This design comes from an exercise in tuning for small area, a short achievable clock period and few clock cycles per item on the open sky130 flow, not from production work.
The RTL was checked by simulation tests, not by an equivalence proof against the original design.
Power and IR drop assume default switching activity.

## design/flow/design.v

```verilog
module md5(
  input          clock,
  input          reset,
  input  [127:0] io_in,
  input          io_in_valid,
  output [127:0] io_out,
  output         io_out_valid,
  output         io_ready
);
  reg         av0;
  reg [3:0]   ap0;
  reg [127:0] ax0;
  reg [31:0]  apre0, ab0, ac0, ad0;
  reg [3:0]   aro0;   
  reg         bv0;
  reg [3:0]   bp0;
  reg [127:0] bx0;
  reg [31:0]  bsum0, bdk0, bb0, bc0;
  reg [3:0]   bro0;   
  reg [1:0]   bws0;
  reg         av1;
  reg [3:0]   ap1;
  reg [127:0] ax1;
  reg [31:0]  apre1, ab1, ac1, ad1;
  reg [3:0]   aro1;   
  reg         bv1;
  reg [3:0]   bp1;
  reg [127:0] bx1;
  reg [31:0]  bsum1, bdk1, bb1, bc1;
  reg [3:0]   bro1;   
  reg [1:0]   bws1;
  reg         av2;
  reg [3:0]   ap2;
  reg [127:0] ax2;
  reg [31:0]  apre2, ab2, ac2, ad2;
  reg [3:0]   aro2;   
  reg         bv2;
  reg [3:0]   bp2;
  reg [127:0] bx2;
  reg [31:0]  bsum2, bdk2, bb2, bc2;
  reg [3:0]   bro2;   
  reg [1:0]   bws2;
  reg         av3;
  reg [3:0]   ap3;
  reg [127:0] ax3;
  reg [31:0]  apre3, ab3, ac3, ad3;
  reg [3:0]   aro3;   
  reg         bv3;
  reg [3:0]   bp3;
  reg [127:0] bx3;
  reg [31:0]  bsum3, bdk3, bb3, bc3;
  reg [3:0]   bro3;   
  reg [1:0]   bws3;
  reg         ov;
  reg         fst;    
  wire done = bv3 & (bp3 == 4'd15);
  reg         rdy;    
  wire free = rdy;
  wire accept = free & io_in_valid & ~reset;
  assign io_ready = free;
  assign io_out_valid = ov;
  assign io_out = {apre0, ab0, ac0, ad0};
  wire [1:0] ra0 = ap0[3:2];
  wire [31:0] f0 =
    ({32{aro0[0]}} & ((ab0 & ac0) | (~ab0 & ad0))) |
    ({32{aro0[1]}} & ((ab0 & ad0) | (ac0 & ~ad0))) |
    ({32{aro0[2]}} & (ab0 ^ ac0 ^ ad0)) |
    ({32{aro0[3]}} & (ac0 ^ (ab0 | ~ad0)));
  wire [31:0] opa0 = fst ? ax0[31:0] : apre0;
  wire [31:0] opb0 = fst ? 32'hd76aa477 : f0;
  wire [31:0] sum0;
  add32_sk u_sum0(.a(opa0), .b(opb0), .s(sum0));
  wire [31:0] be0 = fst ? 32'hefcdab89 : ab0;
  wire [31:0] ce0 = fst ? 32'h98badcfe : ac0;
  wire [31:0] de0 = fst ? 32'h10325476 : ad0;
  wire [31:0] bq0 = be0;
  wire [31:0] cq0 = ce0;
  wire [1:0] ws0 =
    ({2{ap0 == 4'd0}} & 2'd1) |
    ({2{ap0 == 4'd1}} & 2'd1) |
    ({2{ap0 == 4'd2}} & 2'd1) |
    ({2{ap0 == 4'd3}} & 2'd1) |
    ({2{ap0 == 4'd4}} & 2'd0) |
    ({2{ap0 == 4'd5}} & 2'd2) |
    ({2{ap0 == 4'd6}} & 2'd0) |
    ({2{ap0 == 4'd7}} & 2'd2) |
    ({2{ap0 == 4'd8}} & 2'd0) |
    ({2{ap0 == 4'd9}} & 2'd1) |
    ({2{ap0 == 4'd10}} & 2'd2) |
    ({2{ap0 == 4'd11}} & 2'd3) |
    ({2{ap0 == 4'd12}} & 2'd2) |
    ({2{ap0 == 4'd13}} & 2'd2) |
    ({2{ap0 == 4'd14}} & 2'd3) |
    ({2{ap0 == 4'd15}} & 2'd3);
  wire [31:0] kn0 =
    ({32{ap0 == 4'd0}} & 32'he8c7b756) |
    ({32{ap0 == 4'd1}} & 32'h4787c62a) |
    ({32{ap0 == 4'd2}} & 32'h8b44f7af) |
    ({32{ap0 == 4'd3}} & 32'hfd987193) |
    ({32{ap0 == 4'd4}} & 32'hc040b340) |
    ({32{ap0 == 4'd5}} & 32'h02441453) |
    ({32{ap0 == 4'd6}} & 32'hc33707d6) |
    ({32{ap0 == 4'd7}} & 32'hfcefa3f8) |
    ({32{ap0 == 4'd8}} & 32'h8771f681) |
    ({32{ap0 == 4'd9}} & 32'h4bdecfa9) |
    ({32{ap0 == 4'd10}} & 32'heaa127fa) |
    ({32{ap0 == 4'd11}} & 32'he6db99e5) |
    ({32{ap0 == 4'd12}} & 32'h432aff97) |
    ({32{ap0 == 4'd13}} & 32'h8f0ccc92) |
    ({32{ap0 == 4'd14}} & 32'hfe2ce6e0) |
    ({32{ap0 == 4'd15}} & 32'hbd3af235);
  wire [31:0] dk0;
  add32_sk u_dk0(.a(de0), .b(kn0), .s(dk0));
  wire [1:0] rb0 = bp0[3:2];
  wire [31:0] rot0 =
    ({32{bro0[0]}} & {bsum0[24:0], bsum0[31:25]}) |
    ({32{bro0[1]}} & {bsum0[26:0], bsum0[31:27]}) |
    ({32{bro0[2]}} & {bsum0[27:0], bsum0[31:28]}) |
    ({32{bro0[3]}} & {bsum0[25:0], bsum0[31:26]});
  reg [31:0] wn0;
  always @* begin
    case (bws0)
      2'd0: wn0 = bx0[31:0];
      2'd1: wn0 = bx0[63:32];
      2'd2: wn0 = bx0[95:64];
      default: wn0 = bx0[127:96];
    endcase
  end
  wire [31:0] nb0;
  add32_sk u_nb0(.a(bb0), .b(rot0), .s(nb0));
  wire [31:0] nc0 = bb0;
  wire [31:0] nd0 = bc0;
  wire [31:0] npre0;
  add32_sk u_npre0(.a(bdk0), .b(wn0), .s(npre0));
  wire [1:0] ra1 = ap1[3:2];
  wire [31:0] f1 =
    ({32{aro1[0]}} & ((ab1 & ac1) | (~ab1 & ad1))) |
    ({32{aro1[1]}} & ((ab1 & ad1) | (ac1 & ~ad1))) |
    ({32{aro1[2]}} & (ab1 ^ ac1 ^ ad1)) |
    ({32{aro1[3]}} & (ac1 ^ (ab1 | ~ad1)));
  wire [31:0] sum1;
  add32_sk u_sum1(.a(apre1), .b(f1), .s(sum1));
  wire [31:0] be1 = ab1;
  wire [31:0] ce1 = ac1;
  wire [31:0] de1 = ad1;
  wire [31:0] bq1 = be1;
  wire [31:0] cq1 = ce1;
  wire [1:0] ws1 =
    ({2{ap1 == 4'd0}} & 2'd2) |
    ({2{ap1 == 4'd1}} & 2'd2) |
    ({2{ap1 == 4'd2}} & 2'd2) |
    ({2{ap1 == 4'd3}} & 2'd2) |
    ({2{ap1 == 4'd4}} & 2'd1) |
    ({2{ap1 == 4'd5}} & 2'd3) |
    ({2{ap1 == 4'd6}} & 2'd1) |
    ({2{ap1 == 4'd7}} & 2'd3) |
    ({2{ap1 == 4'd8}} & 2'd0) |
    ({2{ap1 == 4'd9}} & 2'd1) |
    ({2{ap1 == 4'd10}} & 2'd2) |
    ({2{ap1 == 4'd11}} & 2'd3) |
    ({2{ap1 == 4'd12}} & 2'd0) |
    ({2{ap1 == 4'd13}} & 2'd0) |
    ({2{ap1 == 4'd14}} & 2'd1) |
    ({2{ap1 == 4'd15}} & 2'd1);
  wire [31:0] kn1 =
    ({32{ap1 == 4'd0}} & 32'h242070db) |
    ({32{ap1 == 4'd1}} & 32'ha8304613) |
    ({32{ap1 == 4'd2}} & 32'hffff5bb1) |
    ({32{ap1 == 4'd3}} & 32'ha679438e) |
    ({32{ap1 == 4'd4}} & 32'h265e5a51) |
    ({32{ap1 == 4'd5}} & 32'hd8a1e681) |
    ({32{ap1 == 4'd6}} & 32'hf4d50d87) |
    ({32{ap1 == 4'd7}} & 32'h676f02d9) |
    ({32{ap1 == 4'd8}} & 32'h6d9d6122) |
    ({32{ap1 == 4'd9}} & 32'hf6bb4b60) |
    ({32{ap1 == 4'd10}} & 32'hd4ef3085) |
    ({32{ap1 == 4'd11}} & 32'h1fa27cf8) |
    ({32{ap1 == 4'd12}} & 32'hab9423a7) |
    ({32{ap1 == 4'd13}} & 32'hffeff47d) |
    ({32{ap1 == 4'd14}} & 32'ha3014314) |
    ({32{ap1 == 4'd15}} & 32'h2ad7d2bb);
  wire [31:0] dk1;
  add32_sk u_dk1(.a(de1), .b(kn1), .s(dk1));
  wire [1:0] rb1 = bp1[3:2];
  wire [31:0] rot1 =
    ({32{bro1[0]}} & {bsum1[19:0], bsum1[31:20]}) |
    ({32{bro1[1]}} & {bsum1[22:0], bsum1[31:23]}) |
    ({32{bro1[2]}} & {bsum1[20:0], bsum1[31:21]}) |
    ({32{bro1[3]}} & {bsum1[21:0], bsum1[31:22]});
  reg [31:0] wn1;
  always @* begin
    case (bws1)
      2'd0: wn1 = bx1[31:0];
      2'd1: wn1 = bx1[63:32];
      2'd2: wn1 = bx1[95:64];
      default: wn1 = bx1[127:96];
    endcase
  end
  wire [31:0] nb1;
  add32_sk u_nb1(.a(bb1), .b(rot1), .s(nb1));
  wire [31:0] nc1 = bb1;
  wire [31:0] nd1 = bc1;
  wire [31:0] npre1;
  add32_sk u_npre1(.a(bdk1), .b(wn1), .s(npre1));
  wire [1:0] ra2 = ap2[3:2];
  wire [31:0] f2 =
    ({32{aro2[0]}} & ((ab2 & ac2) | (~ab2 & ad2))) |
    ({32{aro2[1]}} & ((ab2 & ad2) | (ac2 & ~ad2))) |
    ({32{aro2[2]}} & (ab2 ^ ac2 ^ ad2)) |
    ({32{aro2[3]}} & (ac2 ^ (ab2 | ~ad2)));
  wire [31:0] sum2;
  add32_sk u_sum2(.a(apre2), .b(f2), .s(sum2));
  wire [31:0] be2 = ab2;
  wire [31:0] ce2 = ac2;
  wire [31:0] de2 = ad2;
  wire [31:0] bq2 = be2;
  wire [31:0] cq2 = ce2;
  wire [1:0] ws2 =
    ({2{ap2 == 4'd0}} & 2'd3) |
    ({2{ap2 == 4'd1}} & 2'd3) |
    ({2{ap2 == 4'd2}} & 2'd3) |
    ({2{ap2 == 4'd3}} & 2'd3) |
    ({2{ap2 == 4'd4}} & 2'd1) |
    ({2{ap2 == 4'd5}} & 2'd3) |
    ({2{ap2 == 4'd6}} & 2'd1) |
    ({2{ap2 == 4'd7}} & 2'd3) |
    ({2{ap2 == 4'd8}} & 2'd0) |
    ({2{ap2 == 4'd9}} & 2'd1) |
    ({2{ap2 == 4'd10}} & 2'd2) |
    ({2{ap2 == 4'd11}} & 2'd3) |
    ({2{ap2 == 4'd12}} & 2'd2) |
    ({2{ap2 == 4'd13}} & 2'd2) |
    ({2{ap2 == 4'd14}} & 2'd3) |
    ({2{ap2 == 4'd15}} & 2'd3);
  wire [31:0] kn2 =
    ({32{ap2 == 4'd0}} & 32'hc1bdceee) |
    ({32{ap2 == 4'd1}} & 32'hfd469501) |
    ({32{ap2 == 4'd2}} & 32'h895cd7be) |
    ({32{ap2 == 4'd3}} & 32'h49b40821) |
    ({32{ap2 == 4'd4}} & 32'he9b6c7aa) |
    ({32{ap2 == 4'd5}} & 32'he7d3fbc8) |
    ({32{ap2 == 4'd6}} & 32'h455a14ed) |
    ({32{ap2 == 4'd7}} & 32'h8d2a4c8a) |
    ({32{ap2 == 4'd8}} & 32'hfde5380c) |
    ({32{ap2 == 4'd9}} & 32'hbebfbc70) |
    ({32{ap2 == 4'd10}} & 32'h04881d05) |
    ({32{ap2 == 4'd11}} & 32'hc4ac5665) |
    ({32{ap2 == 4'd12}} & 32'hfc93a039) |
    ({32{ap2 == 4'd13}} & 32'h85845dd1) |
    ({32{ap2 == 4'd14}} & 32'h4e0811a1) |
    ({32{ap2 == 4'd15}} & 32'heb86d391);
  wire [31:0] dk2;
  add32_sk u_dk2(.a(de2), .b(kn2), .s(dk2));
  wire [1:0] rb2 = bp2[3:2];
  wire [31:0] rot2 =
    ({32{bro2[0]}} & {bsum2[14:0], bsum2[31:15]}) |
    ({32{bro2[1]}} & {bsum2[17:0], bsum2[31:18]}) |
    ({32{bro2[2]}} & {bsum2[15:0], bsum2[31:16]}) |
    ({32{bro2[3]}} & {bsum2[16:0], bsum2[31:17]});
  reg [31:0] wn2;
  always @* begin
    case (bws2)
      2'd0: wn2 = bx2[31:0];
      2'd1: wn2 = bx2[63:32];
      2'd2: wn2 = bx2[95:64];
      default: wn2 = bx2[127:96];
    endcase
  end
  wire [31:0] nb2;
  add32_sk u_nb2(.a(bb2), .b(rot2), .s(nb2));
  wire [31:0] nc2 = bb2;
  wire [31:0] nd2 = bc2;
  wire [31:0] npre2;
  add32_sk u_npre2(.a(bdk2), .b(wn2), .s(npre2));
  wire [1:0] ra3 = ap3[3:2];
  wire [31:0] f3 =
    ({32{aro3[0]}} & ((ab3 & ac3) | (~ab3 & ad3))) |
    ({32{aro3[1]}} & ((ab3 & ad3) | (ac3 & ~ad3))) |
    ({32{aro3[2]}} & (ab3 ^ ac3 ^ ad3)) |
    ({32{aro3[3]}} & (ac3 ^ (ab3 | ~ad3)));
  wire [31:0] sum3;
  add32_sk u_sum3(.a(apre3), .b(f3), .s(sum3));
  wire [31:0] be3 = ab3;
  wire [31:0] ce3 = ac3;
  wire [31:0] de3 = ad3;
  wire alast = (ap3 == 4'd15);
  wire [31:0] bq3 = alast ? be3 + 32'hefcdab89 : be3;
  wire [31:0] cq3 = alast ? ce3 + 32'h10325476 : ce3;
  wire [1:0] ws3 =
    ({2{ap3 == 4'd0}} & 2'd0) |
    ({2{ap3 == 4'd1}} & 2'd0) |
    ({2{ap3 == 4'd2}} & 2'd0) |
    ({2{ap3 == 4'd3}} & 2'd0) |
    ({2{ap3 == 4'd4}} & 2'd2) |
    ({2{ap3 == 4'd5}} & 2'd0) |
    ({2{ap3 == 4'd6}} & 2'd2) |
    ({2{ap3 == 4'd7}} & 2'd0) |
    ({2{ap3 == 4'd8}} & 2'd1) |
    ({2{ap3 == 4'd9}} & 2'd2) |
    ({2{ap3 == 4'd10}} & 2'd3) |
    ({2{ap3 == 4'd11}} & 2'd0) |
    ({2{ap3 == 4'd12}} & 2'd0) |
    ({2{ap3 == 4'd13}} & 2'd1) |
    ({2{ap3 == 4'd14}} & 2'd1) |
    ({2{ap3 == 4'd15}} & 2'd0);
  wire [31:0] kn3 =
    ({32{ap3 == 4'd0}} & 32'hf57c0faf) |
    ({32{ap3 == 4'd1}} & 32'h698098d8) |
    ({32{ap3 == 4'd2}} & 32'h6b901122) |
    ({32{ap3 == 4'd3}} & 32'hf61e2562) |
    ({32{ap3 == 4'd4}} & 32'hd62f105d) |
    ({32{ap3 == 4'd5}} & 32'h21e1cde6) |
    ({32{ap3 == 4'd6}} & 32'ha9e3e905) |
    ({32{ap3 == 4'd7}} & 32'hfffa3942) |
    ({32{ap3 == 4'd8}} & 32'ha4beea44) |
    ({32{ap3 == 4'd9}} & 32'h289b7ec6) |
    ({32{ap3 == 4'd10}} & 32'hd9d4d039) |
    ({32{ap3 == 4'd11}} & 32'hf4292244) |
    ({32{ap3 == 4'd12}} & 32'h655b59c3) |
    ({32{ap3 == 4'd13}} & 32'h6fa87e4f) |
    ({32{ap3 == 4'd14}} & 32'hf7537e82) |
    ({32{ap3 == 4'd15}} & 32'h67452301);
  wire [31:0] dk3;
  add32_sk u_dk3(.a(de3), .b(kn3), .s(dk3));
  wire [1:0] rb3 = bp3[3:2];
  wire [31:0] rot3 =
    ({32{bro3[0]}} & {bsum3[9:0], bsum3[31:10]}) |
    ({32{bro3[1]}} & {bsum3[11:0], bsum3[31:12]}) |
    ({32{bro3[2]}} & {bsum3[8:0], bsum3[31:9]}) |
    ({32{bro3[3]}} & {bsum3[10:0], bsum3[31:11]});
  reg [31:0] wn3;
  always @* begin
    case (bws3)
      2'd0: wn3 = bx3[31:0];
      2'd1: wn3 = bx3[63:32];
      2'd2: wn3 = bx3[95:64];
      default: wn3 = bx3[127:96];
    endcase
  end
  wire blast = (bp3 == 4'd15);
  wire [31:0] nb3;
  add32_sk u_nb3(.a(bb3), .b(rot3), .s(nb3));
  wire [31:0] nc3 = blast ? bb3 + 32'ha8ed3175 : bb3;
  wire [31:0] nd3 = bc3;
  wire [31:0] wm3 = blast ? 32'd0 : wn3;
  wire [31:0] npre3;
  add32_sk u_npre3(.a(bdk3), .b(wm3), .s(npre3));
  wire [3:0] ap0n = bv3 ? bp3 + 4'd1 : 4'd0;
  wire [1:0] ap0n_r = ap0n[3:2];
  always @(posedge clock) begin
    ov <= ~reset & done;
    av0 <= accept | (~reset & bv3 & ~done);
    ap0 <= bv3 ? bp3 + 4'd1 : 4'd0;
    aro0 <= 4'd1 << ap0n_r;
    fst <= free;
    rdy <= reset | ~av3 | (ap3 == 4'd15);
    ax0 <= free ? io_in : bx3;
    apre0 <= npre3; ab0 <= nb3; ac0 <= nc3; ad0 <= nd3;
    bv0 <= ~reset & av0;
    bp0 <= ap0;
    bro0 <= aro0;
    bx0 <= ax0;
    bsum0 <= sum0; bdk0 <= dk0; bb0 <= bq0; bc0 <= cq0; bws0 <= ws0;
    av1 <= ~reset & bv0;
    ap1 <= bp0;
    aro1 <= bro0;
    ax1 <= bx0;
    apre1 <= npre0; ab1 <= nb0; ac1 <= nc0; ad1 <= nd0;
    bv1 <= ~reset & av1;
    bp1 <= ap1;
    bro1 <= aro1;
    bx1 <= ax1;
    bsum1 <= sum1; bdk1 <= dk1; bb1 <= bq1; bc1 <= cq1; bws1 <= ws1;
    av2 <= ~reset & bv1;
    ap2 <= bp1;
    aro2 <= bro1;
    ax2 <= bx1;
    apre2 <= npre1; ab2 <= nb1; ac2 <= nc1; ad2 <= nd1;
    bv2 <= ~reset & av2;
    bp2 <= ap2;
    bro2 <= aro2;
    bx2 <= ax2;
    bsum2 <= sum2; bdk2 <= dk2; bb2 <= bq2; bc2 <= cq2; bws2 <= ws2;
    av3 <= ~reset & bv2;
    ap3 <= bp2;
    aro3 <= bro2;
    ax3 <= bx2;
    apre3 <= npre2; ab3 <= nb2; ac3 <= nc2; ad3 <= nd2;
    bv3 <= ~reset & av3;
    bp3 <= ap3;
    bro3 <= aro3;
    bx3 <= ax3;
    bsum3 <= sum3; bdk3 <= dk3; bb3 <= bq3; bc3 <= cq3; bws3 <= ws3;
  end
endmodule
module add32_sk(input [31:0] a, input [31:0] b, output [31:0] s);
  wire [31:0] p0 = a ^ b;
  wire [31:0] g0 = a & b;
  wire gg1 = g0[1] | (p0[1] & g0[0]);
  wire pp1 = p0[1] & p0[0];
  wire gg2 = g0[3] | (p0[3] & g0[2]);
  wire pp2 = p0[3] & p0[2];
  wire gg3 = g0[5] | (p0[5] & g0[4]);
  wire pp3 = p0[5] & p0[4];
  wire gg4 = g0[7] | (p0[7] & g0[6]);
  wire pp4 = p0[7] & p0[6];
  wire gg5 = g0[9] | (p0[9] & g0[8]);
  wire pp5 = p0[9] & p0[8];
  wire gg6 = g0[11] | (p0[11] & g0[10]);
  wire pp6 = p0[11] & p0[10];
  wire gg7 = g0[13] | (p0[13] & g0[12]);
  wire pp7 = p0[13] & p0[12];
  wire gg8 = g0[15] | (p0[15] & g0[14]);
  wire pp8 = p0[15] & p0[14];
  wire gg9 = g0[17] | (p0[17] & g0[16]);
  wire pp9 = p0[17] & p0[16];
  wire gg10 = g0[19] | (p0[19] & g0[18]);
  wire pp10 = p0[19] & p0[18];
  wire gg11 = g0[21] | (p0[21] & g0[20]);
  wire pp11 = p0[21] & p0[20];
  wire gg12 = g0[23] | (p0[23] & g0[22]);
  wire pp12 = p0[23] & p0[22];
  wire gg13 = g0[25] | (p0[25] & g0[24]);
  wire pp13 = p0[25] & p0[24];
  wire gg14 = g0[27] | (p0[27] & g0[26]);
  wire pp14 = p0[27] & p0[26];
  wire gg15 = g0[29] | (p0[29] & g0[28]);
  wire pp15 = p0[29] & p0[28];
  wire gg16 = g0[31] | (p0[31] & g0[30]);
  wire pp16 = p0[31] & p0[30];
  wire gg17 = g0[2] | (p0[2] & gg1);
  wire pp17 = p0[2] & pp1;
  wire gg18 = gg2 | (pp2 & gg1);
  wire pp18 = pp2 & pp1;
  wire gg19 = g0[6] | (p0[6] & gg3);
  wire pp19 = p0[6] & pp3;
  wire gg20 = gg4 | (pp4 & gg3);
  wire pp20 = pp4 & pp3;
  wire gg21 = g0[10] | (p0[10] & gg5);
  wire pp21 = p0[10] & pp5;
  wire gg22 = gg6 | (pp6 & gg5);
  wire pp22 = pp6 & pp5;
  wire gg23 = g0[14] | (p0[14] & gg7);
  wire pp23 = p0[14] & pp7;
  wire gg24 = gg8 | (pp8 & gg7);
  wire pp24 = pp8 & pp7;
  wire gg25 = g0[18] | (p0[18] & gg9);
  wire pp25 = p0[18] & pp9;
  wire gg26 = gg10 | (pp10 & gg9);
  wire pp26 = pp10 & pp9;
  wire gg27 = g0[22] | (p0[22] & gg11);
  wire pp27 = p0[22] & pp11;
  wire gg28 = gg12 | (pp12 & gg11);
  wire pp28 = pp12 & pp11;
  wire gg29 = g0[26] | (p0[26] & gg13);
  wire pp29 = p0[26] & pp13;
  wire gg30 = gg14 | (pp14 & gg13);
  wire pp30 = pp14 & pp13;
  wire gg31 = g0[30] | (p0[30] & gg15);
  wire pp31 = p0[30] & pp15;
  wire gg32 = gg16 | (pp16 & gg15);
  wire pp32 = pp16 & pp15;
  wire gg33 = g0[4] | (p0[4] & gg18);
  wire pp33 = p0[4] & pp18;
  wire gg34 = gg3 | (pp3 & gg18);
  wire pp34 = pp3 & pp18;
  wire gg35 = gg19 | (pp19 & gg18);
  wire pp35 = pp19 & pp18;
  wire gg36 = gg20 | (pp20 & gg18);
  wire pp36 = pp20 & pp18;
  wire gg37 = g0[12] | (p0[12] & gg22);
  wire pp37 = p0[12] & pp22;
  wire gg38 = gg7 | (pp7 & gg22);
  wire pp38 = pp7 & pp22;
  wire gg39 = gg23 | (pp23 & gg22);
  wire pp39 = pp23 & pp22;
  wire gg40 = gg24 | (pp24 & gg22);
  wire pp40 = pp24 & pp22;
  wire gg41 = g0[20] | (p0[20] & gg26);
  wire pp41 = p0[20] & pp26;
  wire gg42 = gg11 | (pp11 & gg26);
  wire pp42 = pp11 & pp26;
  wire gg43 = gg27 | (pp27 & gg26);
  wire pp43 = pp27 & pp26;
  wire gg44 = gg28 | (pp28 & gg26);
  wire pp44 = pp28 & pp26;
  wire gg45 = g0[28] | (p0[28] & gg30);
  wire pp45 = p0[28] & pp30;
  wire gg46 = gg15 | (pp15 & gg30);
  wire pp46 = pp15 & pp30;
  wire gg47 = gg31 | (pp31 & gg30);
  wire pp47 = pp31 & pp30;
  wire gg48 = gg32 | (pp32 & gg30);
  wire pp48 = pp32 & pp30;
  wire gg49 = g0[8] | (p0[8] & gg36);
  wire pp49 = p0[8] & pp36;
  wire gg50 = gg5 | (pp5 & gg36);
  wire pp50 = pp5 & pp36;
  wire gg51 = gg21 | (pp21 & gg36);
  wire pp51 = pp21 & pp36;
  wire gg52 = gg22 | (pp22 & gg36);
  wire pp52 = pp22 & pp36;
  wire gg53 = gg37 | (pp37 & gg36);
  wire pp53 = pp37 & pp36;
  wire gg54 = gg38 | (pp38 & gg36);
  wire pp54 = pp38 & pp36;
  wire gg55 = gg39 | (pp39 & gg36);
  wire pp55 = pp39 & pp36;
  wire gg56 = gg40 | (pp40 & gg36);
  wire pp56 = pp40 & pp36;
  wire gg57 = g0[24] | (p0[24] & gg44);
  wire pp57 = p0[24] & pp44;
  wire gg58 = gg13 | (pp13 & gg44);
  wire pp58 = pp13 & pp44;
  wire gg59 = gg29 | (pp29 & gg44);
  wire pp59 = pp29 & pp44;
  wire gg60 = gg30 | (pp30 & gg44);
  wire pp60 = pp30 & pp44;
  wire gg61 = gg45 | (pp45 & gg44);
  wire pp61 = pp45 & pp44;
  wire gg62 = gg46 | (pp46 & gg44);
  wire pp62 = pp46 & pp44;
  wire gg63 = gg47 | (pp47 & gg44);
  wire pp63 = pp47 & pp44;
  wire gg64 = gg48 | (pp48 & gg44);
  wire pp64 = pp48 & pp44;
  wire gg65 = g0[16] | (p0[16] & gg56);
  wire pp65 = p0[16] & pp56;
  wire gg66 = gg9 | (pp9 & gg56);
  wire pp66 = pp9 & pp56;
  wire gg67 = gg25 | (pp25 & gg56);
  wire pp67 = pp25 & pp56;
  wire gg68 = gg26 | (pp26 & gg56);
  wire pp68 = pp26 & pp56;
  wire gg69 = gg41 | (pp41 & gg56);
  wire pp69 = pp41 & pp56;
  wire gg70 = gg42 | (pp42 & gg56);
  wire pp70 = pp42 & pp56;
  wire gg71 = gg43 | (pp43 & gg56);
  wire pp71 = pp43 & pp56;
  wire gg72 = gg44 | (pp44 & gg56);
  wire pp72 = pp44 & pp56;
  wire gg73 = gg57 | (pp57 & gg56);
  wire pp73 = pp57 & pp56;
  wire gg74 = gg58 | (pp58 & gg56);
  wire pp74 = pp58 & pp56;
  wire gg75 = gg59 | (pp59 & gg56);
  wire pp75 = pp59 & pp56;
  wire gg76 = gg60 | (pp60 & gg56);
  wire pp76 = pp60 & pp56;
  wire gg77 = gg61 | (pp61 & gg56);
  wire pp77 = pp61 & pp56;
  wire gg78 = gg62 | (pp62 & gg56);
  wire pp78 = pp62 & pp56;
  wire gg79 = gg63 | (pp63 & gg56);
  wire pp79 = pp63 & pp56;
  wire gg80 = gg64 | (pp64 & gg56);
  wire pp80 = pp64 & pp56;
  assign s[0] = p0[0];
  assign s[1] = p0[1] ^ g0[0];
  assign s[2] = p0[2] ^ gg1;
  assign s[3] = p0[3] ^ gg17;
  assign s[4] = p0[4] ^ gg18;
  assign s[5] = p0[5] ^ gg33;
  assign s[6] = p0[6] ^ gg34;
  assign s[7] = p0[7] ^ gg35;
  assign s[8] = p0[8] ^ gg36;
  assign s[9] = p0[9] ^ gg49;
  assign s[10] = p0[10] ^ gg50;
  assign s[11] = p0[11] ^ gg51;
  assign s[12] = p0[12] ^ gg52;
  assign s[13] = p0[13] ^ gg53;
  assign s[14] = p0[14] ^ gg54;
  assign s[15] = p0[15] ^ gg55;
  assign s[16] = p0[16] ^ gg56;
  assign s[17] = p0[17] ^ gg65;
  assign s[18] = p0[18] ^ gg66;
  assign s[19] = p0[19] ^ gg67;
  assign s[20] = p0[20] ^ gg68;
  assign s[21] = p0[21] ^ gg69;
  assign s[22] = p0[22] ^ gg70;
  assign s[23] = p0[23] ^ gg71;
  assign s[24] = p0[24] ^ gg72;
  assign s[25] = p0[25] ^ gg73;
  assign s[26] = p0[26] ^ gg74;
  assign s[27] = p0[27] ^ gg75;
  assign s[28] = p0[28] ^ gg76;
  assign s[29] = p0[29] ^ gg77;
  assign s[30] = p0[30] ^ gg78;
  assign s[31] = p0[31] ^ gg79;
endmodule
```

## design/flow/flow/run.sh

```bash
#!/bin/bash
# The standard layout (standard.sh: unchanged synthesis, SDC and steps)
# with two resizer settings changed:
# - the port buffers are buf_4 cells rather than the default delay-buffer
#   cells (every port still gets its own buffer).
export SETUP_SLACK_MARGIN=9.3
export BUFFER_PORTS_ARGS="-buffer_cell sky130_fd_sc_hd__buf_4"
bash standard.sh > standard.log 2>&1
```

## design/flow/standard.sh

```bash
#!/bin/bash
# synth_recipe.tcl (not shown) runs the flow's synth.tcl, then flattens the netlist and writes it again
# the make line also repeats each setting of config.mk as NAME=value (left out here)
make -C /OpenROAD-flow-scripts/flow DESIGN_CONFIG=/design/flow/config.mk WORK_HOME=/design/flow/orfs CLKGATE_MAP_FILE= SYNTH_SCRIPT=/design/flow/synth_recipe.tcl "${@:-finish}"
```

## design/flow/config.mk

```make
export PLATFORM = sky130hd
export DESIGN_NAME = md5
export DESIGN_NICKNAME = md5
export VERILOG_FILES = /design/flow/design.v
export SDC_FILE = /design/flow/constraint.sdc
export NUM_CORES = 8
export LEC_CHECK = 0
export CAP_MARGIN = 20
export CORE_MARGIN = 2
export CORE_UTILIZATION = 60
export CTS_CLUSTER_DIAMETER = 80
export CTS_CLUSTER_SIZE = 25
export SLEW_MARGIN = 20
```

## design/flow/constraint.sdc

```tcl
create_clock -name core_clock -period 13.5 [get_ports {clock}]
set_input_delay 2.7000 -clock core_clock [delete_from_list [all_inputs] [get_ports {clock}]]
set_output_delay 2.7000 -clock core_clock [all_outputs]
set_load 0.01 [all_outputs]
```

==> flow_summary.ini <==
[sta]
timing.fmax_mhz = 238
fin_skew_ns = 0.0660
tightest_slew_ns = 1.10
period_minus_slack_ns = 4.21
rsz0062_at_grt = true
hold_viol_final = 0
finalSetupViolCount = 0
relSlewSlack_pct = 26.3
finalMaxSlewViolations = 0
fin_ws_ns = 9.29
finalSetupTns_ns = 0
post-route-period-util_pct = 31.2

[logic_synthesis]
syn_area_mm2 = 0.0845
synthTopCellsByArea = dfxtp_1 (51%), ha_1 (7.2%), xnor2_1 (5.7%)
avgSynthCellArea_um2 = 10.6
netlist_instances = 7953
synth_cell_types = 81
synth.largest_area_cell = dfxtp_1
yosysSeqAreaShare_pct = 50.5
ys_warn_count = 1
synth.net_count = 8648
synth-seq-cells = 2131
synth_commonest_cells = dfxtp_1 (2131), nand2_1 (626), xnor2_1 (546)
synth_top_area_share_pct = 50.5
synth_edf_count = 0
synth_flop_cell = dfxtp_1
synthArstFlopShare_pct = 0
synth_most_common_cell = dfxtp_1

[clock_network]
clk_pin_slew_worst_paths_ns = 0.10
clockBufferDepth = 3
h-tree-depth = 3
cts_tree = yes
clkLatencyLatePin_ns = 0.82
numCtsBuffers = 108
cts_sinks = 2131
cts_root_buffer = clkbuf_16
holdBufCountCts = 0

[critical_path]
critical_path_arrival_ns = 1.51
max_stage_delay_ns = 0.54
required_ns = 10.80
crit_type = reg -> out
path_buf_inv = 1
reg2reg_slack_ns = 9.34
cp.depth = 1
start_kind = flip-flop
startpoint = ac0[31]
worst_path_dominant_cell_family = flip-flops
r2r-end = bsum3[17]
ff2ff_path_depth = 15
rr_startpoint = aro3[1]
setup.worst_path.end_class = output pin
crit_chain = buf_4
critical_path.slowest_cell = dfxtp_2
crit_path_end = io_out[63]
crit_fanout = 4

[job]
drv_cap = 0

[global_routing]
antenna_found_initial = 40
grt_usage_pct = 40.9
grt_max_degree = 79
overflow = 0
grt_pass1_vias = 57600
grt_pass1_wl_um = 413000

[floorplanning]
die_h_um = 379
pin_count = 261
rows = 137
die_w_um = 379
start_util_pct = 60.5
die-area_mm2 = 0.144
coreArea_mm2 = 0.140

[placement]
dpl_worst_slack_ns = 8.17
post-dp-hpwl_um = 233000
globalplace.congestion = 1.06
placement.io_buffers = 260
dpl.cell_count = 9814

[layout]
drive_above_1_share_pct = 12.9
finalNetCount = 8765
fillers = 10800
regArea_mm2 = 0.0430
final_cells = 10000
multiInputGateArea_mm2 = 0.0400
syn_to_final_growth_pct = 9.43

[power_and_ir_drop]
power_density_mw_per_mm2 = 213
peakVddDrop_mv = 0.186
cellLeakagePower_uw = 0.0384

[drt]
postRouteAntennaNets = 0
drt_iter0_drc = 7529
via_per_inst = 6.24
wl_per_cell_um = 29.8
route.detailed.drc = 0
vias = 62400
routed_wl_um = 298000
drt_pass1_iterations = 6

[worst_hold_path]
holdCritStartpoint = bc0[24]
hold_class = reg -> reg

[status]
status = complete, no violations
[area by class of cell]
type                    instances  area share (%)
diodes                         12          0.0325
clock buffers                 115            3.02
clock inverters                37           0.669
inverters                     220           0.931
multi-input cells            5273            43.3
flip-flops and latches       2131            46.5
well taps                    1876            2.54
repair buffers                336            2.99
[power breakdown]
group	leakage (uW)	switching (uW)	internal, uW
registers	0.0179	2200	7500
logic	0.0189	3450	2790
clock network	0.00164	2170	1580
[through the flow]
step / power (uW) / hold WS [ns] / area [um^2] / utilization [%]
6_report: 19700 / 0.286 / 92400 / 66.2
5_1_grt: 20400 / 0.307 / 92400 / 66.2
4_1_cts: 19300 / 0.302 / 92000 / 65.9
3_5_place_dp: 15500 / 0.312 / 88000 / 63.0
3_3_place_gp: 15400 / 0.310 / 88000 / 63.0
2_1_floorplan: 12600 / 0.310 / 84500 / -
[flip-flops by register name, indices dropped and copies added (netlist names), 128 cells and up]
register	count
bx0	128
ax3	128
bx2	128
bx3	128
ax1	128
ax0	128
ax2	128
bx1	128
[timing repair]
item,in CTS,in global routing
pin swaps,3,4
setup endpoints to repair,269,99
gates resized for setup,218,91
gates cloned,1,0
setup buffers,8,13
[routing by layer]
layer  part of all wire [%]  track usage, %  wire [um]
met1                     40            53.5     118000
met3                    9.8            8.68      29300
met2                     43            61.2     127000
met5                  0.021               0         64
met4                    7.9            26.5      23400
[worst min path at each step]
stage / end / slack (ns) / depth (start not counted)
after CTS: ad1[24] / 0.30 / 0
after floorplan: ad0[0] / 0.31 / 0
after detailed placement: ad0[6] / 0.31 / 0
after global routing: ad1[24] / 0.31 / 0
after global placement: bx2[121] / 0.31 / 0
final: ad1[24] / 0.29 / 0
[cell usage in the layout (no fill, tap or decap), types with 32 or more instances in the layout]
master / count
dfxtp_1: 1999
nand2_1: 624
xnor2_1: 545
ha_1: 484
a21oi_1: 456
nor2_1: 442
buf_4: 307
a22oi_1: 297
o21ai_0: 251
inv_1: 210
xor2_1: 183
nor3_1: 170
a21o_1: 168
mux2_2: 159
nor2b_1: 133
mux4_2: 126
clkbuf_16: 109
o22ai_1: 96
nor3b_1: 90
nand3_1: 90
fa_1: 79
dfxtp_4: 73
or2_2: 68
and3_1: 62
and2_1: 59
a211oi_1: 59
dfxtp_2: 59
o21bai_1: 44
nand2b_1: 43
o21a_1: 41
o22a_1: 36
a32oi_1: 34
a31oi_1: 34
o211ai_1: 33
mux2i_1: 32
[logic make-up (layout without fill, tap and decap cells)]
| family | Yosys count | after routing | synth area share [%] |
|---|---|---|---|
| AO/OA/AOI/OAI | 1798 | 1798 | 14.1 |
| XOR/XNOR | 731 | 731 | 7.58 |
| adder cells (fa/ha/maj) | 564 | 564 | 9.07 |
| buffers and inverters | 549 | 708 | 2.44 |
| flip-flops | 2131 | 2131 | 50.5 |
| multiplexers | 317 | 317 | 5.86 |
| other | 0 | 12 | 0 |
| AND/OR/NAND/NOR | 1863 | 1863 | 10.5 |
Testbench counts, summed over its fixed seeds: cycles 12,360, items 768.

==> port drivers added, routing unchanged <==
The results above use ideal ports. As a check the final layout listed here was re-extracted and re-timed, cells and wires unchanged. Step 1 assumes that a clkbuf_16 drives the clock port and a buf_2 every other input. Step 2, shift: input delay + t, output delay - t, t = (earliest + latest rising clock arrival at the registers) / 2. This alone moves slack from input paths to output paths. Three values: ideal ports, drivers, drivers and shift; two values: the first two.
shift t [ns]: 0.871
setup slack, ns: 9.290 / 9.208 / 9.344
hold slack, ns: 0.286 / 0.286 / 0.286
latest minus earliest clock arrival (ns): 0.067 / 0.066
After both steps setup and hold are still met in this run. For this run, drivers alone change the setup slack by -0.082 ns; drivers and shift together by +0.054 ns.
